This is an optimization exercise on Yosys and OpenROAD, whose aim is small area, a short achievable clock period and few clock cycles, not a production implementation.
Only simulation tests tie the RTL to the original design; equivalence was not proved.

--- flow/flow/run.sh ---
#!/bin/bash
set -euo pipefail
bash standard.sh SETUP_SLACK_MARGIN=7 'BUFFER_PORTS_ARGS=-buffer_cell sky130_fd_sc_hd__buf_1' finish > standard_make.log 2>&1
--- flow/constraint.sdc ---
create_clock -name core_clock -period 12.0 [get_ports {clk}]
set_input_delay 2.4000 -clock core_clock [delete_from_list [all_inputs] [get_ports {clk}]]
set_output_delay 2.4000 -clock core_clock [all_outputs]
set_load 0.01 [all_outputs]
--- flow/config.mk ---
export PLATFORM = sky130hd
export DESIGN_NAME = LearningMachine
export DESIGN_NICKNAME = LearningMachine
export VERILOG_FILES = /design/flow/design.v
export SDC_FILE = /design/flow/constraint.sdc
export NUM_CORES = 4
export LEC_CHECK = 0
export ABC_CLOCK_PERIOD_IN_PS = 5000
export CAP_MARGIN = 20
export CORE_MARGIN = 2
export CORE_UTILIZATION = 40
export SETUP_SLACK_MARGIN = 5
export SLEW_MARGIN = 20
export SYNTH_HIERARCHICAL = 1
export SYNTH_MINIMUM_KEEP_SIZE = 0
--- flow/standard.sh ---
#!/bin/bash
# synth_recipe.tcl (not shown) runs the flow's synth.tcl, then flattens the netlist and writes it again
# the make line also repeats each setting of config.mk as NAME=value (left out here)
make -C /OpenROAD-flow-scripts/flow DESIGN_CONFIG=/design/flow/config.mk WORK_HOME=/design/flow/orfs CLKGATE_MAP_FILE= SYNTH_SCRIPT=/design/flow/synth_recipe.tcl "${@:-finish}"
--- flow/design.v ---
`timescale 1ns/1ns
module Controller(input clk, rst, start, compare, flag, output InitYin, InitW1, InitW2, InitB, InitFlag, InitAlpha, LdX1, LdX2, LdT, Select2, LdYin, LdFlag, LdAlphaT, LdW1, LdW2, LdB,ReadEn,Ready, output [1:0] Select1, Sel1, Sel2);
	reg initYin, initW1, initW2, initB, initFlag, initAlpha, ldX1, ldX2, ldT, select2, ldYin, ldFlag, ldAlphaT, ldW1, ldW2, ldB;
	reg [1:0] select1, sel1, sel2;
	reg [3:0] ns, ps;
	reg ldCnt, cntDown;
	reg readEn, ready;
	wire co;
	reg [7:0] Cout;
	always@(ps, start, co, compare, flag)begin
		ns = 4'b0;
		case(ps)
			4'b0000: begin
				ns = (start)? 4'b0001 : 4'b0000;
			  end
			4'b0001: begin
				ns = 4'b0010;
				end
			4'b0010: begin
				ns = 4'b0011;
				end
			4'b0011: begin
				ns = 4'b0100;
				end
			4'b0100: begin
				ns = 4'b0101;
				end
			4'b0101: begin
				ns = compare ? 4'b0110 : 4'b1010;
				end
			4'b0110: begin
				ns = 4'b0111;
				end
			4'b0111: begin
				ns = 4'b1000;
				end
			4'b1000: begin
				ns = 4'b1001;
				end
			4'b1001: begin
				ns = 4'b1010;
				end
			4'b1010: begin
				ns = (co == 0) ? 4'b0010 : 
				     (flag == 1) ? 4'b1011 : 
				     (flag == 0) ? 4'b0000 : 4'b1010;
				end
			4'b1011: begin
			  ns = 4'b0010;
			  end
			default: ns = 4'b0000;
		endcase
	end
	always@(ps)begin
		{initYin, initW1, initW2, initB, initFlag, ldCnt, initAlpha, ldX1, ldX2, ldT, cntDown, select2, ldYin, ldFlag, ldAlphaT, ldW1, ldW2, ldB} = 18'b0;
		readEn = 1'b0;
		ready = 1'b0;
		select1 = 2'b0;
		sel1 = 2'b0;
		sel2 = 2'b0;
		case(ps)
			4'b0000: begin
				ready = 1;
			  end
			4'b0001: begin
				initW1 = 1;
				initW2 = 1;
				initB = 1;
				initYin = 1;
				ldCnt = 1;
				initAlpha = 1;
				end
			4'b0010: begin
				ldX1 = 1;
				ldX2 = 1;
				ldT = 1;
				cntDown = 1;
				readEn = 1;
				end
			4'b0011: begin
				sel1 = 2'b00;
				sel2 = 2'b01;
				select1 = 2'b01;
				select2 = 1;
				ldYin = 1;
				end
			4'b0100: begin
				sel1 = 2'b01;
				sel2 = 2'b10;
				select1 = 2'b00;
				select2 = 1;
				ldYin = 1;
				end
			4'b0101: begin
				end
			4'b0110: begin
				sel1 = 2'b10;
				sel2 = 2'b0;
				ldAlphaT = 1;
				ldFlag = 1;
				end
			4'b0111: begin
				sel1 = 2'b11;
				sel2 = 2'b01;
				select2 = 1;
				select1 = 2'b10;
				ldW1 = 1;
				end
			4'b1000: begin
				sel1 = 2'b11;
				sel2 = 2'b10;
				select2 = 1;
				select1 = 2'b11;
				ldW2 = 1;
				end
			4'b1001: begin
				select2 = 0;
				select1 = 2'b01;
				ldB = 1;
				end
			4'b1010: begin
				end
			4'b1011: begin
			  ldCnt = 1;
			  initFlag = 1;
			  end
		endcase
	end
	always@(posedge clk,posedge rst)begin
		if(rst) ps <= 4'b0000;
		else ps <= ns;
	end
	always@(posedge clk, posedge rst)begin
	  if(rst)
	    Cout = 8'b11001000;
	  else begin
	    if(ldCnt) Cout <= 8'b11001000;
	    else if(cntDown) Cout <= Cout - 1;
	  end
  end
  assign co = ~|{Cout};
  assign InitYin = initYin;
  assign InitW1 = initW1;
  assign InitW2 = initW2;
  assign InitB = initB;
  assign InitFlag = initFlag;
  assign LdCnt = ldCnt;
  assign InitAlpha = initAlpha;
  assign LdX1 = ldX1;
  assign LdX2 = ldX2;
  assign LdT = ldT;
  assign CntDown = cntDown;
  assign Select1 = select1;
  assign Select2 = select2;
  assign LdYin = ldYin;
  assign LdFlag = ldFlag;
  assign LdAlphaT = ldAlphaT;
  assign LdW1 = ldW1;
  assign LdW2 = ldW2;
  assign LdB = ldB;
  assign Sel1 = sel1;
  assign Sel2 = sel2;
  assign ReadEn = readEn;
  assign Ready = ready;
endmodule
`timescale 1ns/1ns
module FlagReg(input clk,rst,loadData,initVal, output out);
  reg outData;
  assign out = outData;
  always@(posedge clk, posedge rst)begin
    if(rst) outData <= 1'b0;
    else
    begin
      if(initVal) outData <= 1'b0;
      else
    begin
    if (loadData) outData <= 1'b1;
    else outData <= outData;
    end
  end
  end
endmodule
`timescale 1ns/1ns
module Reg2bit(input clk,rst,loadData,initVal, input [1:0] inData, output[1:0] out);
  reg [1:0] outData;
  assign out = outData;
  always@(posedge clk, posedge rst)begin
    if(rst) outData <= 2'b0;
    else
    begin
      if(initVal) outData <= 2'b0;
      else
    begin
    if (loadData) outData <= inData;
    else outData <= outData;
    end
  end
  end
endmodule
`timescale 1ns/1ns
module Reg3bit(input clk,rst,loadData,initVal, input [2:0] inData, output[2:0] out);
  reg [2:0] outData;
  assign out = outData;
  always@(posedge clk, posedge rst)begin
    if(rst) outData <= 3'b0;
    else
    begin
      if(initVal) outData <= 3'b0;
      else
    begin
    if (loadData) outData <= inData;
    else outData <= outData;
    end
  end
  end
endmodule
`timescale 1ns/1ns
module Reg7bit(input clk,rst,loadData,initVal, input [6:0] inData, output[6:0] out);
  reg [6:0] outData;
  assign out = outData;
  always@(posedge clk, posedge rst)begin
    if(rst) outData <= 7'b0;
    else
    begin
      if(initVal) outData <= 7'b0;
      else
    begin
    if (loadData) outData <= inData;
    else outData <= outData;
    end
  end
  end
endmodule
`timescale 1ns/1ns
module Reg14bit(input clk,rst,loadData,initVal, input [13:0] inData, output[13:0] out);
  reg [13:0] outData;
  assign out = outData;
  always@(posedge clk, posedge rst)begin
    if(rst) outData <= 14'b0;
    else
    begin
      if(initVal) outData <= 14'b0;
      else
    begin
    if (loadData) outData <= inData;
    else outData <= outData;
    end
  end
  end
endmodule
`timescale 1ns/1ns
module Mux2to1(input select, input [13:0]in1,in2, output [13:0]MuxOut);
  assign MuxOut = ~select ? in1 : in2;
endmodule
`timescale 1ns/1ns
module Mux4to1(input [1:0]select, input [13:0]in1,in2,in3,in4, output [13:0]MuxOut);
  assign MuxOut = select==2'b00 ? in1 :
          select==2'b01 ? in2 :
          select==2'b10 ? in3 :
          select==2'b11 ? in4 : 14'bz;
endmodule
`timescale 1ns/1ns
module adder( input [13:0] op1, op2, output [13:0] result );
  assign result = op1 + op2;
endmodule
`timescale 1ns/1ns
module multiplier( input [13:0] op1, op2, output [13:0] result );
  wire [27:0] w;
  wire signed [13:0] operand1,operand2;
  assign operand1 = op1;
  assign operand2 = op2;
  assign w = operand1 * operand2;
  assign result = w[21:8];
endmodule
`timescale 1ns/1ns
module DataPath(input clk,rst, input [6:0] x1Data,x2Data, input [1:0] tData, input InitYin, InitW1, InitW2, InitB, InitFlag, InitAlpha, LdX1, LdX2, LdT, Select2, LdYin, LdFlag, LdAlphaT, LdW1, LdW2, LdB, input [1:0]  Select1, Sel1, Sel2, output compare, flag, output[1:0] signYin, output[13:0] w1,w2,b,Yin);
  wire [6:0] x1,x2;
  wire [1:0] t;
  wire [2:0] alpha,alphaT;
  wire [13:0] AddOut,MultOut,MultOp1,MultOp2,AddOp1,AddOp2;
  wire [13:0] castedT,castedAlphaT,castedAlpha,castedX1,castedX2;
  assign castedT = t[1] ? {4'b1111, t, 8'b0}: {4'b0, t, 8'b0};
  assign castedAlphaT = alphaT[2] ? {5'b11111, alphaT, 6'b0}: {5'b0, alphaT, 6'b0};
  assign castedAlpha = alpha[2] ? {5'b11111, alpha, 6'b0}: {5'b0, alpha, 6'b0};
  assign castedX1 = x1[6] ? {3'b111, x1, 4'b0}: {3'b0, x1, 4'b0};
  assign castedX2 = x2[6] ? {3'b111, x2, 4'b0}: {3'b0, x2, 4'b0};
  FlagReg FLAG(clk,rst,LdFlag,InitFlag, flag);
  Reg2bit T(clk,rst,LdT,1'b0,tData,t);
  Reg3bit ALPHA(clk,rst,InitAlpha,1'b0,3'b011, alpha);
  Reg3bit ALPHAT(clk,rst,LdAlphaT,1'b0,MultOut[8:6], alphaT);
  Reg7bit X1(clk,rst,LdX1,1'b0,x1Data, x1);
  Reg7bit X2(clk,rst,LdX2,1'b0,x2Data, x2);
  Reg14bit W1(clk,rst,LdW1,InitW1,AddOut, w1);
  Reg14bit W2(clk,rst,LdW2,InitW2,AddOut, w2);
  Reg14bit B (clk,rst,LdB,InitB,AddOut, b);
  Reg14bit YIN (clk,rst,LdYin,InitYin,AddOut, Yin);
  Mux4to1 MULTOP1(Sel1,w1,w2,castedT,castedAlphaT, MultOp1);
  Mux4to1 MULTOP2(Sel2,castedAlpha,castedX1,castedX2,14'b0, MultOp2);
  Mux4to1 ADDOP1(Select1,Yin,b,w1,w2, AddOp1);
  Mux2to1 ADDOP2(Select2,castedAlphaT,MultOut, AddOp2);
  multiplier MULTIPLIER(MultOp1,MultOp2, MultOut);
  adder ADDER(AddOp1,AddOp2, AddOut);
  assign compare = (Yin == 14'b0) ? 1 : (Yin[13] ^ t[1]);
  assign signYin = Yin[13] ? 2'b11 : 2'b01;  
endmodule
`timescale 1ns/1ns
module LearningMachine(input clk,rst, start, input [6:0] x1Data,x2Data, input [1:0] tData, output[1:0] signYin, output[13:0] w1,w2,b,Yin,output ReadEn, Ready);
  reg busy, rdEn, valid;
  reg xlast, flag;
  reg [7:0] cnt;      
  reg [6:0] x1, x2;
  reg [3:0] o1, o2;      
  reg [2:0] tw1, tw2;    
  reg t;
  reg [11:0] u1, u2;
  reg [7:0] v;
  reg [13:0] yReg;
  wire [13:0] ya, yb;
  wire [11:0] u1n, u2n;
  wire n1;
  wire n2;
  wire n3;
  wire n4;
  wire n5;
  wire n6;
  wire n7;
  wire n8;
  wire n9;
  wire n10;
  wire n11;
  wire n12;
  wire n13;
  wire n14;
  wire n15;
  wire n16;
  wire n17;
  wire n18;
  wire n19;
  wire n20;
  wire n21;
  wire n22;
  wire n23;
  wire n24;
  wire n25;
  wire n26;
  wire n27;
  wire n28;
  wire n29;
  wire n30;
  wire n31;
  wire n32;
  wire n33;
  wire n34;
  wire n35;
  wire n36;
  wire n37;
  wire n38;
  wire n39;
  wire n40;
  wire n41;
  wire n42;
  wire n43;
  wire n44;
  wire n45;
  wire n46;
  wire n47;
  wire n48;
  wire n49;
  wire s50;
  wire c51;
  wire s52;
  wire c53;
  wire n54;
  wire n55;
  wire n56;
  wire n57;
  wire n58;
  wire n59;
  wire n60;
  wire n61;
  wire n62;
  wire n63;
  wire n64;
  wire n65;
  wire n66;
  wire n67;
  wire n68;
  wire n69;
  wire n70;
  wire n71;
  wire n72;
  wire n73;
  wire n74;
  wire n75;
  wire n76;
  wire n77;
  wire n78;
  wire n79;
  wire n80;
  wire n81;
  wire n82;
  wire n83;
  wire n84;
  wire n85;
  wire n86;
  wire n87;
  wire n88;
  wire n89;
  wire n90;
  wire n91;
  wire n92;
  wire n93;
  wire n94;
  wire n95;
  wire n96;
  wire n97;
  wire n98;
  wire n99;
  wire n100;
  wire n101;
  wire s102;
  wire c103;
  wire s104;
  wire c105;
  wire s106;
  wire c107;
  wire s108;
  wire c109;
  wire s110;
  wire c111;
  wire s112;
  wire c113;
  wire s114;
  wire c115;
  wire s116;
  wire c117;
  wire s118;
  wire c119;
  wire s120;
  wire c121;
  wire s122;
  wire c123;
  wire s124;
  wire c125;
  wire s126;
  wire c127;
  wire s128;
  wire c129;
  wire s130;
  wire c131;
  wire s132;
  wire c133;
  wire s134;
  wire c135;
  wire s136;
  wire c137;
  wire s138;
  wire c139;
  wire s140;
  wire c141;
  wire s142;
  wire c143;
  wire s144;
  wire c145;
  wire s146;
  wire c147;
  wire s148;
  wire c149;
  wire s150;
  wire c151;
  wire s152;
  wire c153;
  wire s154;
  wire c155;
  wire s156;
  wire c157;
  wire s158;
  wire c159;
  wire s160;
  wire c161;
  wire s162;
  wire c163;
  wire s164;
  wire c165;
  wire s166;
  wire c167;
  wire s168;
  wire c169;
  wire s170;
  wire c171;
  wire s172;
  wire c173;
  wire s174;
  wire c175;
  wire s176;
  wire c177;
  wire s178;
  wire c179;
  wire s180;
  wire c181;
  wire s182;
  wire c183;
  wire s184;
  wire c185;
  wire s186;
  wire c187;
  wire s188;
  wire c189;
  wire s190;
  wire c191;
  wire s192;
  wire c193;
  wire s194;
  wire c195;
  wire s196;
  wire c197;
  wire s198;
  wire c199;
  wire s200;
  wire c201;
  wire s202;
  wire c203;
  wire s204;
  wire c205;
  wire s206;
  wire c207;
  wire s208;
  wire c209;
  wire s210;
  wire c211;
  wire s212;
  wire c213;
  wire s214;
  wire c215;
  wire s216;
  wire c217;
  wire s218;
  wire c219;
  wire s220;
  wire c221;
  wire s222;
  wire c223;
  wire s224;
  wire c225;
  wire s226;
  wire c227;
  wire s228;
  wire c229;
  wire s230;
  wire c231;
  wire s232;
  wire c233;
  wire s234;
  wire c235;
  wire s236;
  wire c237;
  wire s238;
  wire c239;
  wire s240;
  wire c241;
  wire s242;
  wire c243;
  wire s244;
  wire c245;
  wire s246;
  wire c247;
  wire s248;
  wire c249;
  wire s250;
  wire c251;
  wire s252;
  wire c253;
  wire s254;
  wire c255;
  wire s256;
  wire c257;
  wire s258;
  wire c259;
  wire s260;
  wire c261;
  wire s262;
  wire c263;
  wire s264;
  wire c265;
  wire s266;
  wire c267;
  wire s268;
  wire c269;
  wire s270;
  wire c271;
  wire s272;
  wire c273;
  wire s274;
  wire c275;
  wire s276;
  wire c277;
  wire s278;
  wire c279;
  wire s280;
  wire c281;
  wire s282;
  wire c283;
  wire s284;
  wire c285;
  wire s286;
  wire c287;
  wire s288;
  wire c289;
  wire s290;
  wire c291;
  wire s292;
  wire c293;
  wire s294;
  wire c295;
  wire s296;
  wire c297;
  wire s298;
  wire c299;
  wire s300;
  wire c301;
  wire s302;
  wire c303;
  wire g304;
  wire p305;
  wire g306;
  wire p307;
  wire g308;
  wire p309;
  wire g310;
  wire p311;
  wire g312;
  wire p313;
  wire g314;
  wire p315;
  wire g316;
  wire p317;
  wire g318;
  wire p319;
  wire g320;
  wire p321;
  wire g322;
  wire p323;
  wire g324;
  wire p325;
  wire g326;
  wire p327;
  wire g328;
  wire p329;
  wire g330;
  wire p331;
  wire g332;
  wire p333;
  wire g334;
  wire p335;
  wire g336;
  wire p337;
  wire g338;
  wire p339;
  wire g340;
  wire p341;
  wire g342;
  wire p343;
  wire g344;
  wire p345;
  wire g346;
  wire p347;
  wire g348;
  wire p349;
  wire g350;
  wire p351;
  wire g352;
  wire p353;
  wire y354;
  wire y355;
  wire y356;
  wire y357;
  wire y358;
  wire y359;
  wire y360;
  wire y361;
  wire y362;
  wire y363;
  wire y364;
  wire y365;
  wire y366;
  assign n1 = ((o1[0] & u1[0])) ^ x1[1];
  assign n2 = ((o1[0] & u1[1]) | (tw1[0] & u1[0])) ^ x1[1];
  assign n3 = ((o1[0] & u1[2]) | (tw1[0] & u1[1])) ^ x1[1];
  assign n4 = ((o1[0] & u1[3]) | (tw1[0] & u1[2])) ^ x1[1];
  assign n5 = ((o1[0] & u1[4]) | (tw1[0] & u1[3])) ^ x1[1];
  assign n6 = ((o1[0] & u1[5]) | (tw1[0] & u1[4])) ^ x1[1];
  assign n7 = ((o1[0] & u1[6]) | (tw1[0] & u1[5])) ^ x1[1];
  assign n8 = ((o1[0] & u1[7]) | (tw1[0] & u1[6])) ^ x1[1];
  assign n9 = ((o1[0] & u1[8]) | (tw1[0] & u1[7])) ^ x1[1];
  assign n10 = ((o1[0] & u1[9]) | (tw1[0] & u1[8])) ^ x1[1];
  assign n11 = ((o1[0] & u1[10]) | (tw1[0] & u1[9])) ^ x1[1];
  assign n12 = ((o1[0] & u1[11]) | (tw1[0] & u1[10])) ^ x1[1];
  assign n13 = ~(((o1[0] & u1[11]) | (tw1[0] & u1[11])) ^ x1[1]);
  assign n14 = ((o1[1] & u1[0])) ^ x1[3];
  assign n15 = ((o1[1] & u1[1]) | (tw1[1] & u1[0])) ^ x1[3];
  assign n16 = ((o1[1] & u1[2]) | (tw1[1] & u1[1])) ^ x1[3];
  assign n17 = ((o1[1] & u1[3]) | (tw1[1] & u1[2])) ^ x1[3];
  assign n18 = ((o1[1] & u1[4]) | (tw1[1] & u1[3])) ^ x1[3];
  assign n19 = ((o1[1] & u1[5]) | (tw1[1] & u1[4])) ^ x1[3];
  assign n20 = ((o1[1] & u1[6]) | (tw1[1] & u1[5])) ^ x1[3];
  assign n21 = ((o1[1] & u1[7]) | (tw1[1] & u1[6])) ^ x1[3];
  assign n22 = ((o1[1] & u1[8]) | (tw1[1] & u1[7])) ^ x1[3];
  assign n23 = ((o1[1] & u1[9]) | (tw1[1] & u1[8])) ^ x1[3];
  assign n24 = ((o1[1] & u1[10]) | (tw1[1] & u1[9])) ^ x1[3];
  assign n25 = ((o1[1] & u1[11]) | (tw1[1] & u1[10])) ^ x1[3];
  assign n26 = ~(((o1[1] & u1[11]) | (tw1[1] & u1[11])) ^ x1[3]);
  assign n27 = ((o1[2] & u1[0])) ^ x1[5];
  assign n28 = ((o1[2] & u1[1]) | (tw1[2] & u1[0])) ^ x1[5];
  assign n29 = ((o1[2] & u1[2]) | (tw1[2] & u1[1])) ^ x1[5];
  assign n30 = ((o1[2] & u1[3]) | (tw1[2] & u1[2])) ^ x1[5];
  assign n31 = ((o1[2] & u1[4]) | (tw1[2] & u1[3])) ^ x1[5];
  assign n32 = ((o1[2] & u1[5]) | (tw1[2] & u1[4])) ^ x1[5];
  assign n33 = ((o1[2] & u1[6]) | (tw1[2] & u1[5])) ^ x1[5];
  assign n34 = ((o1[2] & u1[7]) | (tw1[2] & u1[6])) ^ x1[5];
  assign n35 = ((o1[2] & u1[8]) | (tw1[2] & u1[7])) ^ x1[5];
  assign n36 = ((o1[2] & u1[9]) | (tw1[2] & u1[8])) ^ x1[5];
  assign n37 = ((o1[2] & u1[10]) | (tw1[2] & u1[9])) ^ x1[5];
  assign n38 = ((o1[2] & u1[11]) | (tw1[2] & u1[10])) ^ x1[5];
  assign n39 = (o1[3] & u1[0]);
  assign n40 = x1[6] & ~((o1[3] & u1[0]));
  assign n41 = ((o1[3] & u1[1])) ^ x1[6];
  assign n42 = ((o1[3] & u1[2])) ^ x1[6];
  assign n43 = ((o1[3] & u1[3])) ^ x1[6];
  assign n44 = ((o1[3] & u1[4])) ^ x1[6];
  assign n45 = ((o1[3] & u1[5])) ^ x1[6];
  assign n46 = ((o1[3] & u1[6])) ^ x1[6];
  assign n47 = ((o1[3] & u1[7])) ^ x1[6];
  assign n48 = ((o1[3] & u1[8])) ^ x1[6];
  assign n49 = ((o1[3] & u1[9])) ^ x1[6];
  LM_ha hs50(n1, x1[1], s50, c51);
  LM_ha hs52(n2, c51, s52, c53);
  assign n54 = ((o2[0] & u2[0])) ^ x2[1];
  assign n55 = ((o2[0] & u2[1]) | (tw2[0] & u2[0])) ^ x2[1];
  assign n56 = ((o2[0] & u2[2]) | (tw2[0] & u2[1])) ^ x2[1];
  assign n57 = ((o2[0] & u2[3]) | (tw2[0] & u2[2])) ^ x2[1];
  assign n58 = ((o2[0] & u2[4]) | (tw2[0] & u2[3])) ^ x2[1];
  assign n59 = ((o2[0] & u2[5]) | (tw2[0] & u2[4])) ^ x2[1];
  assign n60 = ((o2[0] & u2[6]) | (tw2[0] & u2[5])) ^ x2[1];
  assign n61 = ((o2[0] & u2[7]) | (tw2[0] & u2[6])) ^ x2[1];
  assign n62 = ((o2[0] & u2[8]) | (tw2[0] & u2[7])) ^ x2[1];
  assign n63 = ((o2[0] & u2[9]) | (tw2[0] & u2[8])) ^ x2[1];
  assign n64 = ((o2[0] & u2[10]) | (tw2[0] & u2[9])) ^ x2[1];
  assign n65 = ((o2[0] & u2[11]) | (tw2[0] & u2[10])) ^ x2[1];
  assign n66 = ~(((o2[0] & u2[11]) | (tw2[0] & u2[11])) ^ x2[1]);
  assign n67 = ((o2[1] & u2[0])) ^ x2[3];
  assign n68 = ((o2[1] & u2[1]) | (tw2[1] & u2[0])) ^ x2[3];
  assign n69 = ((o2[1] & u2[2]) | (tw2[1] & u2[1])) ^ x2[3];
  assign n70 = ((o2[1] & u2[3]) | (tw2[1] & u2[2])) ^ x2[3];
  assign n71 = ((o2[1] & u2[4]) | (tw2[1] & u2[3])) ^ x2[3];
  assign n72 = ((o2[1] & u2[5]) | (tw2[1] & u2[4])) ^ x2[3];
  assign n73 = ((o2[1] & u2[6]) | (tw2[1] & u2[5])) ^ x2[3];
  assign n74 = ((o2[1] & u2[7]) | (tw2[1] & u2[6])) ^ x2[3];
  assign n75 = ((o2[1] & u2[8]) | (tw2[1] & u2[7])) ^ x2[3];
  assign n76 = ((o2[1] & u2[9]) | (tw2[1] & u2[8])) ^ x2[3];
  assign n77 = ((o2[1] & u2[10]) | (tw2[1] & u2[9])) ^ x2[3];
  assign n78 = ((o2[1] & u2[11]) | (tw2[1] & u2[10])) ^ x2[3];
  assign n79 = ~(((o2[1] & u2[11]) | (tw2[1] & u2[11])) ^ x2[3]);
  assign n80 = ((o2[2] & u2[0])) ^ x2[5];
  assign n81 = ((o2[2] & u2[1]) | (tw2[2] & u2[0])) ^ x2[5];
  assign n82 = ((o2[2] & u2[2]) | (tw2[2] & u2[1])) ^ x2[5];
  assign n83 = ((o2[2] & u2[3]) | (tw2[2] & u2[2])) ^ x2[5];
  assign n84 = ((o2[2] & u2[4]) | (tw2[2] & u2[3])) ^ x2[5];
  assign n85 = ((o2[2] & u2[5]) | (tw2[2] & u2[4])) ^ x2[5];
  assign n86 = ((o2[2] & u2[6]) | (tw2[2] & u2[5])) ^ x2[5];
  assign n87 = ((o2[2] & u2[7]) | (tw2[2] & u2[6])) ^ x2[5];
  assign n88 = ((o2[2] & u2[8]) | (tw2[2] & u2[7])) ^ x2[5];
  assign n89 = ((o2[2] & u2[9]) | (tw2[2] & u2[8])) ^ x2[5];
  assign n90 = ((o2[2] & u2[10]) | (tw2[2] & u2[9])) ^ x2[5];
  assign n91 = ((o2[2] & u2[11]) | (tw2[2] & u2[10])) ^ x2[5];
  assign n92 = ((o2[3] & u2[0])) ^ x2[6];
  assign n93 = ((o2[3] & u2[1])) ^ x2[6];
  assign n94 = ((o2[3] & u2[2])) ^ x2[6];
  assign n95 = ((o2[3] & u2[3])) ^ x2[6];
  assign n96 = ((o2[3] & u2[4])) ^ x2[6];
  assign n97 = ((o2[3] & u2[5])) ^ x2[6];
  assign n98 = ((o2[3] & u2[6])) ^ x2[6];
  assign n99 = ((o2[3] & u2[7])) ^ x2[6];
  assign n100 = ((o2[3] & u2[8])) ^ x2[6];
  assign n101 = ((o2[3] & u2[9])) ^ x2[6];
  LM_ha hs102(n54, x2[1], s102, c103);
  LM_ha hs104(n55, c103, s104, c105);
  LM_fa fs106(x1[3], x2[3], n3, s106, c107);
  LM_fa fs108(x1[5], x2[5], n5, s108, c109);
  LM_ha hs110(n6, n17, s110, c111);
  LM_fa fs112(x2[6], n7, n18, s112, c113);
  LM_fa fs114(n29, n39, n60, s114, c115);
  LM_fa fs116(n8, n19, n30, s116, c117);
  LM_fa fs118(n40, n41, n61, s118, c119);
  LM_ha hs120(n72, n83, s120, c121);
  LM_fa fs122(v[0], n9, n20, s122, c123);
  LM_fa fs124(n31, n42, n62, s124, c125);
  LM_fa fs126(n73, n84, n94, s126, c127);
  LM_fa fs128(v[1], n10, n21, s128, c129);
  LM_fa fs130(n32, n43, n63, s130, c131);
  LM_fa fs132(n74, n85, n95, s132, c133);
  LM_fa fs134(v[2], n11, n22, s134, c135);
  LM_fa fs136(n33, n44, n64, s136, c137);
  LM_fa fs138(n75, n86, n96, s138, c139);
  LM_fa fs140(v[3], n12, n23, s140, c141);
  LM_fa fs142(n34, n45, n65, s142, c143);
  LM_fa fs144(n76, n87, n97, s144, c145);
  LM_fa fs146(v[4], n13, n24, s146, c147);
  LM_fa fs148(n35, n46, n66, s148, c149);
  LM_fa fs150(n77, n88, n98, s150, c151);
  LM_fa fs152(1'b1, v[5], n25, s152, c153);
  LM_fa fs154(n36, n47, n78, s154, c155);
  LM_ha hs156(n89, n99, s156, c157);
  LM_fa fs158(1'b1, v[6], n26, s158, c159);
  LM_fa fs160(n37, n48, n79, s160, c161);
  LM_ha hs162(n90, n100, s162, c163);
  LM_fa fs164(v[7], n38, n49, s164, c165);
  LM_ha hs166(n91, n101, s166, c167);
  LM_fa fs168(n14, n56, n67, s168, c169);
  LM_fa fs170(n4, n15, n57, s170, c171);
  LM_fa fs172(n16, n27, n58, s172, c173);
  LM_ha hs174(n69, n80, s174, c175);
  LM_fa fs176(n28, n59, n70, s176, c177);
  LM_fa fs178(n81, s110, c109, s178, c179);
  LM_fa fs180(n71, n82, n92, s180, c181);
  LM_fa fs182(c111, s112, s114, s182, c183);
  LM_fa fs184(n93, s120, c113, s184, c185);
  LM_fa fs186(c115, s116, s118, s186, c187);
  LM_fa fs188(c121, c117, c119, s188, c189);
  LM_fa fs190(s122, s124, s126, s190, c191);
  LM_fa fs192(c123, c125, c127, s192, c193);
  LM_fa fs194(s128, s130, s132, s194, c195);
  LM_fa fs196(c129, c131, c133, s196, c197);
  LM_fa fs198(s134, s136, s138, s198, c199);
  LM_fa fs200(c135, c137, c139, s200, c201);
  LM_fa fs202(s140, s142, s144, s202, c203);
  LM_fa fs204(c141, c143, c145, s204, c205);
  LM_fa fs206(s146, s148, s150, s206, c207);
  LM_fa fs208(s156, c147, c149, s208, c209);
  LM_fa fs210(c151, s152, s154, s210, c211);
  LM_fa fs212(c157, s162, c153, s212, c213);
  LM_fa fs214(c155, s158, s160, s214, c215);
  LM_fa fs216(t, c163, s166, s216, c217);
  LM_fa fs218(c159, c161, s164, s218, c219);
  LM_ha hs220(s106, c53, s220, c221);
  LM_fa fs222(n68, c107, c169, s222, c223);
  LM_fa fs224(s174, c171, s108, s224, c225);
  LM_fa fs226(c175, c173, s176, s226, c227);
  LM_fa fs228(c177, s180, c179, s228, c229);
  LM_fa fs230(c181, s184, c183, s230, c231);
  LM_fa fs232(c185, c187, s188, s232, c233);
  LM_fa fs234(c189, c191, s192, s234, c235);
  LM_fa fs236(c193, c195, s196, s236, c237);
  LM_fa fs238(c197, c199, s200, s238, c239);
  LM_fa fs240(c201, c203, s204, s240, c241);
  LM_fa fs242(c205, c207, s208, s242, c243);
  LM_fa fs244(c209, s212, c211, s244, c245);
  LM_fa fs246(c213, s216, c215, s246, c247);
  LM_ha hs248(c105, s168, s248, c249);
  LM_fa fs250(s170, c221, s222, s250, c251);
  LM_fa fs252(s172, c223, s224, s252, c253);
  LM_fa fs254(c225, s178, s226, s254, c255);
  LM_fa fs256(c227, s182, s228, s256, c257);
  LM_fa fs258(s186, c229, s230, s258, c259);
  LM_fa fs260(s190, c231, s232, s260, c261);
  LM_fa fs262(s194, c233, s234, s262, c263);
  LM_fa fs264(s198, c235, s236, s264, c265);
  LM_fa fs266(s202, c237, s238, s266, c267);
  LM_fa fs268(s206, c239, s240, s268, c269);
  LM_fa fs270(s210, c241, s242, s270, c271);
  LM_fa fs272(s214, c243, s244, s272, c273);
  LM_fa fs274(s218, c245, s246, s274, c275);
  assign ya = {c273, c271, c269, c267, c265, c263, c261, c259, c257, c255, c253, c251, c249, s248};
  assign yb = {s274, s272, s270, s268, s266, s264, s262, s260, s258, s256, s254, s252, s250, s220};
  LM_ha hs276(s248, s220, s276, c277);
  LM_ha hs278(c249, s250, s278, c279);
  LM_ha hs280(c251, s252, s280, c281);
  LM_ha hs282(c253, s254, s282, c283);
  LM_ha hs284(c255, s256, s284, c285);
  LM_ha hs286(c257, s258, s286, c287);
  LM_ha hs288(c259, s260, s288, c289);
  LM_ha hs290(c261, s262, s290, c291);
  LM_ha hs292(c263, s264, s292, c293);
  LM_ha hs294(c265, s266, s294, c295);
  LM_ha hs296(c267, s268, s296, c297);
  LM_ha hs298(c269, s270, s298, c299);
  LM_ha hs300(c271, s272, s300, c301);
  LM_ha hs302(c273, s274, s302, c303);
  LM_g qg304(c279, s278, c277, g304);
  LM_gp qg306(c283, s282, c281, s280, g306, p307);
  LM_gp qg308(c287, s286, c285, s284, g308, p309);
  LM_gp qg310(c291, s290, c289, s288, g310, p311);
  LM_gp qg312(c295, s294, c293, s292, g312, p313);
  LM_gp qg314(c299, s298, c297, s296, g314, p315);
  LM_gp qg316(c303, s302, c301, s300, g316, p317);
  LM_g qg318(c281, s280, g304, g318);
  LM_g qg320(g306, p307, g304, g320);
  LM_gp qg322(c289, s288, g308, p309, g322, p323);
  LM_gp qg324(g310, p311, g308, p309, g324, p325);
  LM_gp qg326(c297, s296, g312, p313, g326, p327);
  LM_gp qg328(g314, p315, g312, p313, g328, p329);
  LM_g qg330(c285, s284, g320, g330);
  LM_g qg332(g308, p309, g320, g332);
  LM_g qg334(g322, p323, g320, g334);
  LM_g qg336(g324, p325, g320, g336);
  LM_gp qg338(c301, s300, g328, p329, g338, p339);
  LM_gp qg340(g316, p317, g328, p329, g340, p341);
  LM_g qg342(c293, s292, g336, g342);
  LM_g qg344(g312, p313, g336, g344);
  LM_g qg346(g326, p327, g336, g346);
  LM_g qg348(g328, p329, g336, g348);
  LM_g qg350(g338, p339, g336, g350);
  LM_g qg352(g340, p341, g336, g352);
  assign y354 = s278 ^ c277;
  assign y355 = s280 ^ g304;
  assign y356 = s282 ^ g318;
  assign y357 = s284 ^ g320;
  assign y358 = s286 ^ g330;
  assign y359 = s288 ^ g332;
  assign y360 = s290 ^ g334;
  assign y361 = s292 ^ g336;
  assign y362 = s294 ^ g342;
  assign y363 = s296 ^ g344;
  assign y364 = s298 ^ g346;
  assign y365 = s300 ^ g348;
  assign y366 = s302 ^ g350;
  assign yt = {y366, y365, y364, y363, y362, y361, y360, y359, y358, y357, y356, y355, y354, s276};
  wire [5:0] xl1 = x1[5:0] ^ {6{t}};
  wire xs1 = x1[6] ^ t;
  assign u1n = u1 + {4'd0, ~xs1, xs1, xl1} + {4'd0, ~xs1, xl1, t} + {4'b1111, 6'd0, t, 1'b0};
  wire [5:0] xl2 = x2[5:0] ^ {6{t}};
  wire xs2 = x2[6] ^ t;
  assign u2n = u2 + {4'd0, ~xs2, xs2, xl2} + {4'd0, ~xs2, xl2, t} + {4'b1111, 6'd0, t, 1'b0};
  wire [13:0] yt;    
  wire [13:0] y = {yt[13] ^ t, yt[12:0]};
  wire [13:0] zx = ya ^ yb ^ {ya[12:0] | yb[12:0], 1'b0} ^ {t, 13'd0};
  wire yzero = ~|zx;
  wire mis = yzero | yt[13];
  wire upd = valid & mis;
  wire [7:0] vn = v + {{6{t}}, ~t, 1'b1};    
  wire last = (cnt == 8'd14);
  function [6:0] booth(input [6:0] x);
    reg [8:0] e;
    integer i;
    begin
      e = {x[6], x, 1'b0};
      for (i = 0; i < 4; i = i + 1)
        booth[i] = e[2*i+1] ^ e[2*i];
      for (i = 0; i < 3; i = i + 1)
        booth[4+i] = (e[2*i+2] & ~e[2*i+1] & ~e[2*i]) | (~e[2*i+2] & e[2*i+1] & e[2*i]);
    end
  endfunction
  wire [6:0] bd1 = booth(x1Data);
  wire [6:0] bd2 = booth(x2Data);
  always @(posedge clk) begin
    x1 <= x1Data; x2 <= x2Data; t <= tData[1];
    o1 <= bd1[3:0]; tw1 <= bd1[6:4];
    o2 <= bd2[3:0]; tw2 <= bd2[6:4];
  end
  always @(posedge clk) begin
    if (!busy) begin
      xlast <= 1'b0; flag <= 1'b0; cnt <= 8'd1;
    end else begin
      if (rdEn) begin
        xlast <= last;
        cnt <= last ? 8'd1 : {cnt[6:0], cnt[7] ^ cnt[5] ^ cnt[4] ^ cnt[3]};
      end
      if (rdEn && last) flag <= 1'b0;
      else if (upd && !xlast) flag <= 1'b1;
    end
  end
  always @(posedge clk, posedge rst) begin
    if (rst) begin
      busy <= 1'b0; rdEn <= 1'b0; valid <= 1'b0;
      u1 <= 12'd0; u2 <= 12'd0; v <= 8'd0; yReg <= 14'd0;
    end else begin
      if (valid) yReg <= y;
      if (!busy) begin
        if (start) begin
          busy <= 1'b1; rdEn <= 1'b1; valid <= 1'b0;
          u1 <= 12'd0; u2 <= 12'd0; v <= 8'd0;
        end
      end else begin
        valid <= rdEn;
        if (upd) begin
          u1 <= u1n; u2 <= u2n; v <= vn;
        end
        if (rdEn && last) begin
          rdEn <= flag | upd;
        end else if (!rdEn && xlast && valid) begin
          rdEn <= mis;
          busy <= mis;
        end
      end
    end
  end
  assign w1 = {u1, 2'b00};
  assign w2 = {u2, 2'b00};
  assign b = {v, 6'b0};
  assign Yin = yReg;
  assign signYin = {yReg[13], 1'b1};
  assign ReadEn = rdEn;
  assign Ready = ~busy;
endmodule
module LM_fa(input a, b, c, output s, co);
  assign s = a ^ b ^ c;
  assign co = (a & b) | (a & c) | (b & c);
endmodule
module LM_ha(input a, b, output s, co);
  assign s = a ^ b;
  assign co = a & b;
endmodule
module LM_gp(input gh, ph, gl, pl, output g, p);
  assign g = gh | (ph & gl);
  assign p = ph & pl;
endmodule
module LM_g(input gh, ph, gl, output g);
  assign g = gh | (ph & gl);
endmodule
==> impl_metrics.yaml, run 1 <==
synth:
  synthAdderAreaFrac: 0.292
  synth.top_cells.by_count: "123 x xnor2_1, 90 x fa_1, 70 x inv_1"
  synthSimpleGateAreaFrac: 0.0940
  synth.area.mux_share: 0.0131
  synth_compound_area_frac: 0.148
  syn_inst: 940
  ys_warn_count: 8
  synth-xor-area-share: 0.164
  yosysMostFrequentCell: "xnor2_1"
  synth-edff-count: 0
  ys_top_cells_by_area: "fa_1 20%, dfrtp_1 14%, xnor2_1 12%, ha_1 9.1%, dfxtp_1 8.3%"
  synth_flop_cell: "dfrtp_1"
  ys_seq_area_frac: 0.219
  yosys.area.top_type: "fa_1"
  synth_top_area_frac: 0.201
  async_flop_share: 0.570
  ys_seq_elements: 86
  synth_cell_types: 55
  synth_top_family_by_area: "adder cells"
  syn_avg_cell_area_um2: 9.53
  syn_area_mm2: 0.00896
clock_tree:
  cts_tree: "done"
  cts.sinks: 86
  clk_pin_slew_ns: 0.07
  clk_path_buf_depth: 2
  cts_buffers: 9
  root_buffer: "clkbuf_16"
  clock_latency_ns: 0.36
  htree_levels: 3
placement:
  dp.final_hpwl_um: 16100
  place.gp.congestion: 0.831
  portBuffers: 66
setup_path:
  critPathArrivalTime_ns: 5.32
  cp.required_ns: 12.25
  start_kind: "flop"
  path_max_fanout: 15
  end_kind: "flop"
  critPathKind: "flop to flop"
  r2r_setup_slack_ns: 6.93
timing:
  finalSetupTns_ns: 0
  worst_pin_slew_ns: 0.936
  hold_violations: 0
  period_share: 0.423
  layout_min_cycle_time_ns: 5.07
  relSlewSlack: 0.376
  fmax_mhz: 197
  skew_ns: 0.0123
  setup_violations: 0
  rsz0062_at_grt: "true"
  drv_slew: 0
final_layout:
  fin_util: 0.490
  fin_nets: 1185
  drive_gt1_frac: 0.219
  area_delta_synth_final_pct: 19.8
  fillers: 2051
  num_antenna_cells: 0
route:
  via_per_inst: 5.31
  routed_wl_um: 23900
  ant_nets: 0
  wl_per_cell_um: 18.5
  drt_pre_antenna_iters: 5
  remaining_drc_errors: 0
  drtIter0Drc: 446
  dr_total_vias: 6878
die:
  die_area_mm2: 0.0236
  die_height_um: 154
  initial_core_util: 0.409
  rows: 54
  ios: 79
  fp.coreArea_mm2: 0.0219
  die_w_um: 154
global_route:
  busiest_layer: "met2"
  grt_util_met1: 0.267
  grt_usage: 0.201
  grt_util_met2: 0.328
  grt_max_degree: 50
  use_met3: 0.0364
  grt_overflow_total: 0
  grt_pass1_wl_um: 37500
  grt_pass1_vias: 6905
  antenna_found_initial: 0
outcome:
  status: "finished clean"
flow_run:
  drv_cap: 0
worst_hold_path:
  hold_class: "flop to flop"
==> cells by family (layout without fill, tap and decap cells) <==
group,count (synthesis),in the layout
AOI/OAI and AO/OA,197,197
and+or+nand+nor,174,174
xor gates and xnor gates,167,167
adders and majority gates,155,155
buffers and inverters,148,213
DFF,86,86
muxes,11,11
other,2,13
==> metal layers <==
metal	part of all wire	vias to the layer above	routed length (µm)
met1	0.44	3352	10500
met4	0.034	0	806
li1	-	3256	-
met3	0.053	48	1280
met5	0	-	0
met2	0.47	222	11300
==> modules after synthesis (local to each module, per instance) <==
module / area, µm² / cells inside / flip-flops and latches / copies in the design
LM_fa: 20.0 / 1 / 0 / 77
LM_g: 7.51 / 1 / 0 / 12
LM_gp: 13.8 / 2 / 0 / 10
LM_ha: 12.5 / 1 / 0 / 26
LearningMachine: 6870 / 805 / 86 / 1
==> sequential cells by signal (all words and copies together) (netlist names) <==
| register | count |
|---|---|
| yReg | 14 |
| u1 | 12 |
| u2 | 12 |
| cnt | 8 |
| v | 8 |
| x1 | 6 |
| x2 | 6 |
| o1 | 4 |
| o2 | 4 |
| tw1 | 3 |
| tw2 | 3 |
| busy | 1 |
| flag | 1 |
| rdEn | 1 |
| t | 1 |
| valid | 1 |
| xlast | 1 |
==> stage by stage <==
step	instances	instance area (µm²)	setup WS, ns	hold WS, ns
6_report	1296	10700	6.93	0.481
5_1_grt	1296	10700	6.77	0.507
4_1_cts	1284	10400	6.94	0.485
3_5_place_dp	1223	9310	5.94	0.469
3_3_place_gp	1223	9310	5.98	0.470
2_1_floorplan	951	9060	7.00	0.446
==> area by class of cell <==
class	count	area [µm²]	share of cell area
repair buffers	127	828	0.0771
clock inverters	6	57.6	0.00536
clock buffers	10	250	0.0233
multi-input cells	717	6930	0.645
well taps	280	350	0.0326
inverters	70	263	0.0245
flip-flops and latches	86	2060	0.192
==> what timing repair did <==
action	4_1_cts	5_1_grt
buffers inserted	43	9
gates resized for setup	114	56
cloned	2	3
pin swaps	31	36
hold buffers	0	0
setup endpoints to repair	36	33
==> layout by cell type, fill, tap and decap left out, drive strengths merged, types with 3 or more instances in the layout <==
cell type / count
buf: 125
xnor2: 123
fa: 90
inv: 74
a22oi: 66
ha: 65
dfrtp: 49
nand2: 47
xor2: 44
o21ai: 43
nor2: 37
dfxtp: 37
nand3: 30
a21oi: 30
a21o: 28
conb: 13
clkbuf: 12
nor2b: 11
and2: 11
nor3: 9
nand2b: 7
and3: 6
o31ai: 6
mux2: 6
nand3b: 5
mux2i: 5
nor4: 4
nand4: 3
o21a: 3
==> final timing paths <==
path	from	depth (start not counted)	to
worst max-delay path	u1[5]	18	u1[5]
worst min-delay path	flag	2	flag
worst max register to register	u1[5]	18	u1[5]
worst min register to register	flag	2	flag
max in group asynchronous	rst	3	u2[11]
min in group asynchronous	rst	3	rdEn
==> worst max-delay path, cell delays in order, from the launching register on <==
cell	delay [ns]
dfrtp_2	0.50
a22oi_2	0.24
xnor2_2	0.15
fa_2	0.48
fa_2	0.36
fa_1	0.50
fa_2	0.64
ha_4	0.22
a21o_1	0.19
a21o_1	0.19
a21o_4	0.19
a21o_1	0.18
xnor2_2	0.15
nor2_2	0.17
a21oi_4	0.06
buf_4	0.17
buf_12	0.14
buf_16	0.15
a32o_1	0.25
Testbench counts, summed over its fixed seeds: cycles 145,544.
==> run 2, diff against run 1 <==
==> flow/flow/run.sh (replaced) <==
#!/bin/bash
set -euo pipefail
bash standard.sh SETUP_SLACK_MARGIN=7.5 'BUFFER_PORTS_ARGS=-buffer_cell sky130_fd_sc_hd__buf_1' finish > standard_make.log 2>&1
==> impl_metrics.yaml, run 2 <==
route:
  drt_pre_antenna_iters: 4
  via_per_inst: 5.27
  remaining_drc_errors: 0
  routed_wl_um: 22800
  wl_per_cell_um: 17.6
  ant_nets: 0
  dr_total_vias: 6830
  drtIter0Drc: 429
clock_tree:
  htree_levels: 3
  cts.sinks: 86
  cts_buffers: 9
  root_buffer: "clkbuf_16"
  clk_path_buf_depth: 2
  clock_latency_ns: 0.36
  cts_tree: "done"
  clk_pin_slew_ns: 0.06
  cts_hold_buf: 0
synth:
  ys_warn_count: 8
  ys_seq_elements: 86
  syn_avg_cell_area_um2: 9.53
  ys_top_cells_by_area: "fa_1 20%, dfrtp_1 14%, xnor2_1 12%, ha_1 9.1%, dfxtp_1 8.3%"
  yosys.area.top_type: "fa_1"
  syn_inst: 940
  synth_flop_cell: "dfrtp_1"
  async_flop_share: 0.570
  synth_cell_types: 55
  synth-edff-count: 0
  ys_seq_area_frac: 0.219
  synth_top_area_frac: 0.201
  syn_area_mm2: 0.00896
  yosysMostFrequentCell: "xnor2_1"
  synth.top_cells.by_count: "123 x xnor2_1, 90 x fa_1, 70 x inv_1"
global_route:
  grt_overflow_total: 0
  grt_usage: 0.199
  grt_max_degree: 50
  grt_pass1_wl_um: 37400
  antenna_found_initial: 0
  grt_pass1_vias: 7060
die:
  fp.coreArea_mm2: 0.0219
  die_height_um: 154
  die_area_mm2: 0.0236
  die_w_um: 154
  initial_core_util: 0.409
  ios: 79
  rows: 54
worst_hold_path:
  min_to: "flag"
  hold_class: "flop to flop"
  min_delay_path_depth: 2
  hp-start: "flag"
final_layout:
  final_common_cell: "xnor2_1"
  fin_cells: 1295
  top_regs: "yReg x14, u1 x12, u2 x12"
  area_delta_synth_final_pct: 20.5
  largest_reg_flops: 14
  top_register: "yReg"
  num_antenna_cells: 0
  layout_common_cells: "106 x xnor2_1, 69 x inv_1, 66 x buf_1"
  drive_gt1_frac: 0.229
  fin_nets: 1184
  fin_util: 0.493
setup_path:
  reg2reg_from: "u1[7]"
  start_kind: "flop"
  r2r_setup_slack_ns: 7.08
  path_max_fanout: 8
  path_delay_family: "adder cells"
  crit_top_cell: "fa_2"
  critPathKind: "flop to flop"
  cp.required_ns: 12.24
  worstRegToRegCells: 18
  cp_slowest_cell: "fa_2"
  critPathArrivalTime_ns: 5.16
  path_buf_inv: 2
  end_kind: "flop"
  path_cells: "buf_6 > a22oi_2 > xnor2_2 > fa_2 > fa_2 > fa_2 > fa_2 > ha_4 > and2_1 > and2_1 > and2_1 > a21o_1 > xnor2_2 > nor2_2 > a21oi_4 > buf_12 > mux2_4 > a32o_1"
  r2r-end: "u1[5]"
  slowest_delay_ns: 0.54
flow_run:
  drv_cap: 0
placement:
  dp.final_hpwl_um: 15600
  place.gp.congestion: 0.834
  dp.cells: 1223
  portBuffers: 66
timing:
  relSlewSlack: 0.350
  fmax_mhz: 203
  finalSetupTns_ns: 0
  drv_slew: 0
  skew_ns: 0.0119
  worst_pin_slew_ns: 0.975
  rsz0062_at_grt: "true"
  period_share: 0.410
  hold_violations: 0
  layout_min_cycle_time_ns: 4.92
  setup_violations: 0
outcome:
  status: "finished clean"
[run 2: changes by cell type in the layout (fill, tap and decap cells not counted), moves of 3 or more]
cell / before / now
o21ai_0: 35 / 31
o21ai_1: 8 / 11
fa_1: 62 / 59
clkbuf_1: 0 / 3
fa_2: 28 / 31
xnor2_2: 14 / 17
xnor2_1: 109 / 106
nand3_1: 29 / 21
nand3_2: 1 / 9
[run 2: repair_timing]
item,4_1_cts,5_1_grt
setup endpoints to repair,40,40
pin swaps,61,23
gates resized for setup,133,21
cloned,2,1
endpoints found under the hold margin,0,0
buffers inserted,49,4
[run 2: tightest hold or removal path, stage by stage, from the launching register on]
cell and delay (ns):
dfxtp_1 0.33, a31oi_1 0.05, nor2_1 0.07
[run 2: cells by family after synthesis]
| kind of cell | count (synthesis) | share of synthesized area |
|---|---|---|
| AO/OA/AOI/OAI | 197 | 0.148 |
| AND/OR/NAND/NOR | 174 | 0.0940 |
| multiplexers | 11 | 0.0131 |
| flip-flops | 86 | 0.219 |
| XOR/XNOR | 167 | 0.164 |
| buffers and inverters | 148 | 0.0684 |
| adder cells (fa/ha/maj) | 155 | 0.292 |
| other | 2 | 0.000838 |
[run 2: how the worst max path moves through the flow]
stage | startpoint | end | slack, ns | cells past startpoint
3_5_place_dp | x2[3] | v[7] | 6.06 | 17
6_report | u1[7] | u1[5] | 7.08 | 18
3_3_place_gp | o2[0] | v[7] | 6.06 | 18
2_1_floorplan | u2[6] | u1[5] | 7.11 | 17
4_1_cts | u2[6] | u1[5] | 7.07 | 17
5_1_grt | u2[5] | u1[5] | 6.91 | 18
[run 2: per-layer routing]
| metal | vias to the layer above | GRT usage | part of all wire |
|---|---|---|---|
| met1 | 3415 | 0.271 | 0.46 |
| met2 | 139 | 0.336 | 0.49 |
| met4 | 0 | 0.0485 | 0.011 |
| li1 | 3259 | - | - |
| met5 | - | 0 | 0 |
| met3 | 17 | 0.0276 | 0.041 |
[run 2: layout make-up]
type                       instances  area (µm²)
fill                            2003       11100
multi-input combinational        717        6990
sequential                        86        2070
timing repair buffer             126         816
tap                              280         350
clock buffer                      14         275
inverter                          70         263
clock inverter                     2        38.8
[run 2: stage by stage]
stage          cell area [µm²]  setup WS (ns)  hold slack, ns
4_1_cts                  10700           7.07           0.484
5_1_grt                  10800           6.91           0.522
2_1_floorplan             9300           7.11           0.446
3_3_place_gp              9450           6.06           0.469
6_report                 10800           7.08           0.478
3_5_place_dp              9450           6.06           0.474
[run 2: Yosys stat by module (local to each module, per instance)]
module	copies in the design	flip-flops and latches	cells	cell area, µm²
LM_g	12	0	1	7.51
LM_fa	77	0	1	20.0
LM_ha	26	0	1	12.5
LM_gp	10	0	2	13.8
LearningMachine	1	86	805	6870
==> run 3, diff against run 2 <==
--- a/flow/config.mk
+++ b/flow/config.mk
@@ -8,7 +8,7 @@
 export ABC_CLOCK_PERIOD_IN_PS = 5000
 export CAP_MARGIN = 20
 export CORE_MARGIN = 2
-export CORE_UTILIZATION = 40
+export CORE_UTILIZATION = 60
 export SETUP_SLACK_MARGIN = 5
 export SLEW_MARGIN = 20
 export SYNTH_HIERARCHICAL = 1
==> impl_metrics.yaml, run 3 <==
outcome:
  status: "finished clean"
timing:
  drv_slew: 0
  rsz0062_at_grt: "true"
  worst_pin_slew_ns: 0.954
  hold_violations: 0
  fmax_mhz: 199
  period_share: 0.419
  layout_min_cycle_time_ns: 5.02
  worst_hold_slack_ns: 0.480
  skew_ns: 0.0125
  setup_violations: 0
  relSlewSlack: 0.364
  finalSetupTns_ns: 0
final_layout:
  design_area_mm2: 0.0107
  num_antenna_cells: 0
  area_delta_synth_final_pct: 19.9
  top_regs: "yReg x14, u1 x12, u2 x12"
  layout_common_cells: "109 x xnor2_1, 69 x inv_1, 66 x buf_1"
  final_common_cell: "xnor2_1"
  fin_util: 0.736
  top_register: "yReg"
  largest_reg_flops: 14
  drive_gt1_frac: 0.237
  fin_nets: 1183
synth:
  async_flop_share: 0.570
  synthAdderAreaFrac: 0.292
  synth.top_cells.by_count: "123 x xnor2_1, 90 x fa_1, 70 x inv_1"
  synth_cell_types: 55
  synth-xor-area-share: 0.164
  synth.area.mux_share: 0.0131
  synth-edff-count: 0
  synth_compound_area_frac: 0.148
  synth_flop_cell: "dfrtp_1"
  yosys.area.top_type: "fa_1"
  ys_warn_count: 8
  syn_area_mm2: 0.00896
  ys_seq_area_frac: 0.219
  yosysMostFrequentCell: "xnor2_1"
  syn_avg_cell_area_um2: 9.53
  ys_seq_elements: 86
  syn_inst: 940
  synth_top_family_by_area: "adder cells"
  synthSimpleGateAreaFrac: 0.0940
  ys_top_cells_by_area: "fa_1 20%, dfrtp_1 14%, xnor2_1 12%, ha_1 9.1%, dfxtp_1 8.3%"
  synth_top_area_frac: 0.201
die:
  ios: 79
  rows: 44
  initial_core_util: 0.614
  fp.coreArea_mm2: 0.0146
  die_area_mm2: 0.0159
  die_height_um: 126
  die_w_um: 126
setup_path:
  crit_end: "u1[5]"
  crit_top_cell: "a21o_1"
  r2r_setup_slack_ns: 6.98
  reg2reg_from: "u1[10]"
  path_buf_inv: 1
  path_max_fanout: 7
  worstRegToRegCells: 17
  path_cells: "a22oi_2 > xnor2_1 > fa_2 > fa_2 > fa_1 > fa_2 > ha_4 > a21o_1 > a21o_1 > a21o_1 > a21o_1 > xnor2_2 > nor2_2 > a21oi_4 > buf_12 > mux2_4 > a32o_1"
  slowest_delay_ns: 0.61
  r2r-end: "u1[5]"
  cp.required_ns: 12.25
  start_kind: "flop"
  end_kind: "flop"
  path_delay_family: "adder cells"
  cp-startpoint: "u1[10]"
  critPathArrivalTime_ns: 5.27
  cp_slowest_cell: "fa_2"
  critPathKind: "flop to flop"
  cp.depth: 17
placement:
  place.gp.congestion: 0.852
  post_dp_cell_area_mm2: 0.00933
  dp.final_hpwl_um: 15500
  portBuffers: 66
global_route:
  antenna_found_initial: 0
  grt_overflow_total: 0
  grt_pass1_vias: 7007
  grt_max_degree: 48
  grt_usage: 0.285
  grt_pass1_wl_um: 35800
route:
  routed_wl_um: 23200
  drt_pre_antenna_iters: 5
  via_per_inst: 5.90
  wl_per_cell_um: 19.4
  drtIter0Drc: 538
  dr_total_vias: 7065
  remaining_drc_errors: 0
  ant_nets: 0
worst_hold_path:
  hold_class: "flop to flop"
  hp-start: "flag"
clock_tree:
  clk_pin_slew_ns: 0.08
  cts_tree: "done"
  cts_buffers: 9
  root_buffer: "clkbuf_16"
  cts_hold_buf: 0
  cts.sinks: 86
  clk_path_buf_depth: 2
  htree_levels: 3
  clock_latency_ns: 0.36
flow_run:
  drv_cap: 0
-- run 3: timing repair --
action | CTS | global route
setup endpoints to repair | 41 | 40
pin swaps | 28 | 40
buffers inserted | 37 | 12
resized for setup | 85 | 86
cloned | 2 | 4
-- run 3: how the worst min path moves through the flow --
stage / endpoint / cells after the start
2_1_floorplan: flag / 2
3_3_place_gp: flag / 2
3_5_place_dp: flag / 2
4_1_cts: flag / 2
5_1_grt: flag / 2
6_report: flag / 2
-- run 3: modules after synthesis, one instance, submodules excluded --
module	cells	flops+latches	copies in the design	cell area, µm²
LM_g	1	0	12	7.51
LM_ha	1	0	26	12.5
LearningMachine	805	86	1	6870
LM_fa	1	0	77	20.0
LM_gp	2	0	10	13.8
-- run 3: final cells by class --
type                            instances  area (µm²)
Inverter                               70         263
Sequential cell                        86        2060
Multi-Input combinational cell        717        7030
Clock buffer                           11         275
Tap cell                              184         230
Clock inverter                          5        42.5
Fill cell                            1076        3850
Timing Repair Buffer                  125         840
-- run 3: worst register-to-register path, cell delays in order (launching register included) --
cell     delay [ns]
dfrtp_2        0.46
a22oi_2        0.22
xnor2_1        0.21
fa_2           0.53
fa_2           0.40
fa_1           0.47
fa_2           0.61
ha_4           0.23
a21o_1         0.18
a21o_1         0.19
a21o_1         0.18
a21o_1         0.18
xnor2_2        0.17
nor2_2         0.08
a21oi_4        0.17
buf_12         0.16
mux2_4         0.30
a32o_1         0.20
-- run 3: stage by stage --
| stage | setup slack, ns | std cells |
|---|---|---|
| after CTS | 6.98 | 1182 |
| after detailed placement | 6.08 | 1127 |
| final | 6.98 | 1198 |
| after global routing | 6.82 | 1198 |
| after global placement | 6.13 | 1127 |
| after floorplan | 7.11 | 951 |
-- run 3: cell families (layout without fill, tap and decap cells) --
group / after synthesis / after routing
compound gates: 197 / 197
other cells: 2 / 13
xor+xnor: 167 / 167
mux: 11 / 11
simple gates: 174 / 174
buf+inv: 148 / 211
fa+ha+maj: 155 / 155
flops: 86 / 86
-- run 3: per-layer routing --
| layer | vias up | global-route usage | share of wire |
|---|---|---|---|
| met5 | - | 0 | 0 |
| met4 | 0 | 0.0963 | 0.028 |
| met3 | 36 | 0.0374 | 0.062 |
| met2 | 251 | 0.491 | 0.50 |
| met1 | 3520 | 0.372 | 0.41 |
| li1 | 3258 | - | - |
==> run 4, diff against run 3 <==
--- a/flow/design.v
+++ b/flow/design.v
@@ -936,6 +936,7 @@
   wire yzero = ~|zx;
   wire mis = yzero | yt[13];
   wire upd = valid & mis;
+  wire clr = ~busy & start;
   wire [7:0] vn = v + {{6{t}}, ~t, 1'b1};    
   wire last = (cnt == 8'd14);
   function [6:0] booth(input [6:0] x);
@@ -974,16 +975,15 @@
       u1 <= 12'd0; u2 <= 12'd0; v <= 8'd0; yReg <= 14'd0;
     end else begin
       if (valid) yReg <= y;
+      u1 <= upd ? u1n : u1 & {12{~clr}};
+      u2 <= upd ? u2n : u2 & {12{~clr}};
+      v <= upd ? vn : v & {8{~clr}};
       if (!busy) begin
         if (start) begin
           busy <= 1'b1; rdEn <= 1'b1; valid <= 1'b0;
-          u1 <= 12'd0; u2 <= 12'd0; v <= 8'd0;
         end
       end else begin
         valid <= rdEn;
-        if (upd) begin
-          u1 <= u1n; u2 <= u2n; v <= vn;
-        end
         if (rdEn && last) begin
           rdEn <= flag | upd;
         end else if (!rdEn && xlast && valid) begin
--- a/flow/config.mk
+++ b/flow/config.mk
@@ -8,7 +8,7 @@
 export ABC_CLOCK_PERIOD_IN_PS = 5000
 export CAP_MARGIN = 20
 export CORE_MARGIN = 2
-export CORE_UTILIZATION = 60
+export CORE_UTILIZATION = 40
 export SETUP_SLACK_MARGIN = 5
 export SLEW_MARGIN = 20
 export SYNTH_HIERARCHICAL = 1
==> impl_metrics.yaml, run 4 <==
final_layout:
  num_antenna_cells: 0
  area_delta_synth_final_pct: 17.5
  fin_util: 0.479
  largest_reg_flops: 14
  final_common_cell: "xnor2_1"
  drive_gt1_frac: 0.204
  fin_nets: 1167
  layout_common_cells: "122 x xnor2_1, 66 x buf_1, 64 x fa_1"
  fin_cells: 1278
  top_register: "yReg"
  top_regs: "yReg x14, u1 x12, u2 x12"
route:
  remaining_drc_errors: 0
  routed_wl_um: 21900
  dr_total_vias: 6711
  via_per_inst: 5.25
  wl_per_cell_um: 17.1
  drt_pre_antenna_iters: 6
  drtIter0Drc: 316
  ant_nets: 0
timing:
  fmax_mhz: 199
  worst_pin_slew_ns: 0.958
  drv_slew: 0
  relSlewSlack: 0.361
  finalSetupTns_ns: 0
  hold_violations: 0
  rsz0062_at_grt: "true"
  skew_ns: 0.0133
  layout_min_cycle_time_ns: 5.04
  period_share: 0.420
  setup_violations: 0
clock_tree:
  clk_pin_slew_ns: 0.07
  cts_tree: "done"
  root_buffer: "clkbuf_16"
  cts.sinks: 86
  cts_buffers: 9
  cts_hold_buf: 0
  clock_latency_ns: 0.36
  htree_levels: 3
  clk_path_buf_depth: 2
synth:
  syn_area_mm2: 0.00890
  syn_avg_cell_area_um2: 9.58
  synth.top_cells.by_count: "135 x xnor2_1, 90 x fa_1, 66 x a22oi_1"
  ys_seq_area_frac: 0.221
  ys_top_cells_by_area: "fa_1 20%, dfrtp_1 14%, xnor2_1 13%, ha_1 9.1%, dfxtp_1 8.3%"
  syn_inst: 929
  synth-edff-count: 0
  ys_warn_count: 8
  synth_flop_cell: "dfrtp_1"
  async_flop_share: 0.570
  yosys.area.top_type: "fa_1"
  yosysMostFrequentCell: "xnor2_1"
  synth_cell_types: 51
  ys_seq_elements: 86
  synth_top_area_frac: 0.203
placement:
  dp.final_hpwl_um: 15600
  place.gp.congestion: 0.870
  portBuffers: 66
  dp.cells: 1211
setup_path:
  path_cells: "buf_4 > a22oi_2 > xnor2_2 > fa_2 > fa_2 > fa_1 > fa_2 > ha_4 > a21o_1 > a21o_1 > a21o_1 > a21o_1 > xnor2_2 > nand2b_4 > o41a_4 > and2_4 > o21bai_1 > a22o_1"
  cp.required_ns: 12.29
  start_kind: "flop"
  worstRegToRegCells: 18
  slowest_delay_ns: 0.61
  end_kind: "flop"
  path_max_fanout: 7
  crit_top_cell: "a21o_1"
  critPathArrivalTime_ns: 5.33
  cp_slowest_cell: "fa_2"
  critPathKind: "flop to flop"
die:
  fp.coreArea_mm2: 0.0218
  die_height_um: 153
  die_w_um: 153
  ios: 79
  initial_core_util: 0.408
  rows: 54
  die_area_mm2: 0.0234
global_route:
  grt_pass1_wl_um: 35700
  grt_max_degree: 50
  grt_usage: 0.192
  grt_overflow_total: 0
  antenna_found_initial: 0
  grt_pass1_vias: 6678
flow_run:
  drv_cap: 0
outcome:
  status: "finished clean"
worst_hold_path:
  min_delay_path_depth: 1
  hold_class: "flop to flop"
[run 4: kinds of logic after synthesis]
group,count (synthesis),synth area share
fa+ha+maj,155,0.294
buf+inv,143,0.0682
simple gates,167,0.0909
compound gates,195,0.145
xor+xnor,173,0.170
mux,8,0.00928
other cells,2,0.000844
flops,86,0.221
[run 4: worst paths after layout]
path	startpoint	to	slack [ns]
worst max-delay path	u1[6]	u1[11]	6.96
worst min-delay path	flag	flag	0.46
worst max register to register	u1[6]	u1[11]	6.96
worst min register to register	flag	flag	0.46
max in group asynchronous	rst	u2[6]	9.29
min in group asynchronous	rst	u1[4]	2.22
[run 4: per-module statistics from Yosys, one instance, submodules excluded]
| module | times used | flops+latches | area, µm² | cells |
|---|---|---|---|---|
| LM_fa | 77 | 0 | 20.0 | 1 |
| LearningMachine | 1 | 86 | 6800 | 794 |
| LM_gp | 10 | 0 | 13.8 | 2 |
| LM_g | 12 | 0 | 7.51 | 1 |
| LM_ha | 26 | 0 | 12.5 | 1 |
[run 4: metrics by stage]
stage | hold WS, ns | worst slack, ns | area [µm²]
detailed placement | 0.450 | 5.99 | 9280
floorplan | 0.435 | 7.13 | 9110
CTS | 0.466 | 7.00 | 10200
global placement | 0.444 | 6.10 | 9280
finish | 0.461 | 6.96 | 10500
global route | 0.510 | 6.79 | 10500
[run 4: per-layer routing]
metal,up-vias,part of all wire,global-route usage
li1,3185,-,-
met2,159,0.47,0.301
met5,-,0,0
met4,0,0.025,0.0666
met3,32,0.048,0.0343
met1,3335,0.46,0.269
[run 4: what timing repair did]
| item | in CTS | in global routing |
|---|---|---|
| pin swaps | 39 | 41 |
| hold endpoints to repair | 0 | 0 |
| resized for setup | 110 | 32 |
| setup endpoints to repair | 40 | 38 |
| setup buffers | 36 | 13 |
| cloned | 2 | 0 |
[run 4: final cells by class]
| class | instances | area (µm²) |
|---|---|---|
| clock inverter | 7 | 50.0 |
| clock buffer | 9 | 225 |
| sequential | 86 | 2060 |
| inverter | 64 | 240 |
| tap | 280 | 350 |
| timing repair buffer | 121 | 724 |
| fill | 2039 | 11400 |
| multi-input combinational | 711 | 6800 |
[run 4: worst max-delay path, delay by kind of cell (launching register included)]
family          cells  cell delay (ns)
flops               1             0.48
fa+ha+maj           5             2.12
compound gates      8             1.42
xor+xnor            2             0.35
simple gates        2             0.42
buf+inv             1             0.16
Testbench counts of run 4, summed over its fixed seeds: cycles 145,544.

## re-timing with driven ports
In the flow no input, the clock included, has a driving cell. The finished layouts below were timed again as built, in two steps.
Step 1: set_driving_cell puts a clkbuf_16 on clk and a buf_2 on each other input, an assumption about the parent block.
Step 2, shift: input delay + t, output delay - t, t = (earliest + latest rising clock arrival at the registers) / 2. This alone moves slack from input paths to output paths.
Three values: ideal, step 1, step 2; two values: the first two.
run	shift t [ns]	slack for setup (ns)	hold slack, ns
run 1	0.399	6.926 / 6.926 / 6.926	0.481 / 0.481 / 0.481
run 2	0.393	7.078 / 7.078 / 7.078	0.478 / 0.478 / 0.478
run 3	0.403	6.976 / 6.976 / 6.976	0.480 / 0.480 / 0.480
run 4	0.400	6.963 / 6.963 / 6.963	0.461 / 0.461 / 0.461
After both steps setup and hold are still met in every run listed.
